This design comes from an exercise in tuning for small area, a short achievable clock period and few clock cycles per item on the open sky130 flow, not from production work. The RTL was checked by simulation tests, not by an equivalence proof against the original design. No activity file was given, so power comes from the tool's default toggle rates.

Setup of nickel:
## JAM
module JAM (
input CLK,
input RST,
output [2:0] W,
output [2:0] J,
input [6:0] Cost,
output [3:0] MatchCount,
output [9:0] MinCost,
output Valid );
Settings: LEC_CHECK=0, CAP_MARGIN=20, CORE_MARGIN=2, CORE_UTILIZATION=40, CTS_CLUSTER_DIAMETER=90, CTS_CLUSTER_SIZE=25, SLEW_MARGIN=20; clock period 12.0 ns.
standard.sh (not shown) runs the stock make flow with config.mk's settings and CLKGATE_MAP_FILE= SYNTH_SCRIPT=/design/flow/synth_recipe.tcl, a recipe that flattens the netlist after the stock synthesis.
==> flow/flow/run.sh <==
#!/bin/bash
# Standard layout, except: the timing repair steps aim 8 ns above the required
# slack and work on the worst 10% of the endpoints below that, and the port
# buffers are buf_4 cells.
set -euo pipefail
export SETUP_SLACK_MARGIN=8
export TNS_END_PERCENT=10
export BUFFER_PORTS_ARGS="-buffer_cell sky130_fd_sc_hd__buf_4"
bash standard.sh > standard.log 2>&1
Both conditions hold for nickel: the flow ran to the end and the final layout passed the timing, design-rule and antenna checks.
Testbench counts of nickel, summed over its fixed seeds: cycles 804, jobs 12.
Relative to nickel, the following input files were edited for sierra:
==> flow/flow/run.sh <==
#!/bin/bash
# Standard layout, except: the timing repair steps aim 8 ns above the required
# slack and work on the worst 5% of the endpoints below that, and the port
# buffers are buf_4 cells.
set -euo pipefail
export SETUP_SLACK_MARGIN=8
export TNS_END_PERCENT=5
export BUFFER_PORTS_ARGS="-buffer_cell sky130_fd_sc_hd__buf_4"
bash standard.sh > standard.log 2>&1
## What came out
Reported for nickel and sierra, number of well taps turned out identical to the last digit.
Compared with nickel, sierra degrades setup slack of the most critical reg-to-reg path.
Looking only at global-route usage, and setting everything else aside, the higher value of nickel and sierra goes to nickel.
Comparing sierra against nickel, there is no change at all in die area.
Final area (sierra over nickel): decrease, 1.7%
Re final period demand of the worst path: nickel and sierra aren't equal, and the higher value belongs to sierra.
sierra vs. nickel: depth of the most critical reg-to-reg path fell 2; non-filler instance count after layout fell about 0.4%; number of non-clock buffers fell 95; worst setup slack fell 0.066 ns; post-route clock period utilization rose 0.55 points.

Starting RTL as in the previous note.
Design JAM, start of the top module:
module JAM (
input CLK,
input RST,
output [2:0] W,
output [2:0] J,
input [6:0] Cost,
output [3:0] MatchCount,
output [9:0] MinCost,
output Valid );
reg [6:0] cnt;
wire [5:0] q = cnt[5:0] - 6'd2;
wire run = (cnt >= 7'd2) && (cnt <= 7'd65);
wire [2:0] col = q[5:3];
wire [2:0] wk = q[2:0];
assign W = cnt[2:0];
assign J = cnt[5:3];
reg vr;
assign Valid = vr;
always @(posedge CLK or posedge RST)
  if (RST) vr <= 1'b0;
  else if (cnt == 7'd65) vr <= 1'b1;
always @(posedge CLK or posedge RST)
  if (RST) cnt <= 7'd0;
  else if (cnt != 7'd66) cnt <= cnt + 7'd1;
wire [5:0] qn = cnt[5:0] - 6'd1;
wire runn = (cnt >= 7'd1) && (cnt <= 7'd64);
wire selA = runn && !qn[3];
wire selB = runn && qn[3] && (qn[5:3] != 3'd7);
wire selZ = runn && (qn[5:3] == 3'd7);
reg [6:0] crA0;
always @(posedge CLK) crA0 <= selA ? Cost : 7'd0;
reg [6:0] crA1;
always @(posedge CLK) crA1 <= selA ? Cost : 7'h7f;
reg [6:0] crA2;
always @(posedge CLK) crA2 <= selA ? ~Cost : 7'd0;
reg [6:0] crA3;
always @(posedge CLK) crA3 <= selA ? ~Cost : 7'h7f;
reg [6:0] crB0;
always @(posedge CLK) crB0 <= selB ? Cost : 7'd0;
reg [6:0] crB1;
always @(posedge CLK) crB1 <= selB ? Cost : 7'h7f;
reg [6:0] crB2;
always @(posedge CLK) crB2 <= selB ? ~Cost : 7'd0;
reg [6:0] crB3;
always @(posedge CLK) crB3 <= selB ? ~Cost : 7'h7f;
reg [6:0] crZ;
always @(posedge CLK) crZ <= selZ ? Cost : 7'd0;
reg [7:0] act;
reg [7:0] fle;
  ...
==> flow/config.mk <==
export PLATFORM = sky130hd
export DESIGN_NAME = JAM
export DESIGN_NICKNAME = JAM
export VERILOG_FILES = /design/flow/design.v
export SDC_FILE = /design/flow/constraint.sdc
export NUM_CORES = 4
export LEC_CHECK = 0
export CAP_MARGIN = 20
export CORE_MARGIN = 2
export CORE_UTILIZATION = 45
export CTS_CLUSTER_DIAMETER = 90
export CTS_CLUSTER_SIZE = 25
export PLACE_DENSITY = 0.65
export SLEW_MARGIN = 20
==> flow/constraint.sdc <==
create_clock -name core_clock -period 12.0 [get_ports {CLK}]
set_input_delay 2.4000 -clock core_clock [delete_from_list [all_inputs] [get_ports {CLK}]]
set_output_delay 2.4000 -clock core_clock [all_outputs]
set_load 0.01 [all_outputs]
==> flow/flow/run.sh <==
#!/bin/bash
# Standard layout, except: the timing repair steps aim 8.4 ns above the required
# slack and work on the worst 5% of the endpoints below that, and the port
# buffers are buf_4 cells.
set -euo pipefail
export SETUP_SLACK_MARGIN=8.4
export TNS_END_PERCENT=5
export BUFFER_PORTS_ARGS="-buffer_cell sky130_fd_sc_hd__buf_4"
bash standard.sh > standard.log 2>&1
Testbench counts at the start, summed over its fixed seeds: cycles 804, jobs 12.
==> next run, changes <==
- CORE_UTILIZATION: 45 -> 40
- PLACE_DENSITY: 0.65 -> not set
Wire length decreases by 1.5%.
Sequential cell count stays the same.
Setup slack gets better by 0.068 ns.
Area after synthesis does not change.
Combinational power stays flat.
Die area increases by 12%.
Cell area is about the same.

==> separate check: timing with driven ports <==
The flow's constraints put no driver on any port. The routed layouts listed below were extracted and timed again, unchanged, in two steps. Step 1 (the two cells are an assumption about what drives the block):
set clk [get_ports {CLK}]
set_driving_cell -lib_cell sky130_fd_sc_hd__clkbuf_16 $clk
set_driving_cell -lib_cell sky130_fd_sc_hd__buf_2 [delete_from_list [all_inputs] $clk]
Step 2 also shifts input and output timing later by t, the mid clock arrival at the registers, as if the neighbouring blocks saw the same clock. Slacks: no drivers / after step 1 / after step 2; pairs: no drivers / after step 1.
| run | shift t [ns] | setup slack, ns | worst register clock-pin slew, ns |
|---|---|---|---|
| nickel | 0.930 | 7.676 / 7.676 / 7.676 | 0.11 / 0.11 |
| sierra | 0.926 | 7.609 / 7.609 / 7.609 | 0.11 / 0.11 |
| the first run of note 2 | 0.933 | 7.626 / 7.626 / 7.626 | 0.11 / 0.11 |
| the second run of note 2 | 0.939 | 7.694 / 7.694 / 7.694 | 0.11 / 0.11 |
After both steps every run listed still meets setup and hold.
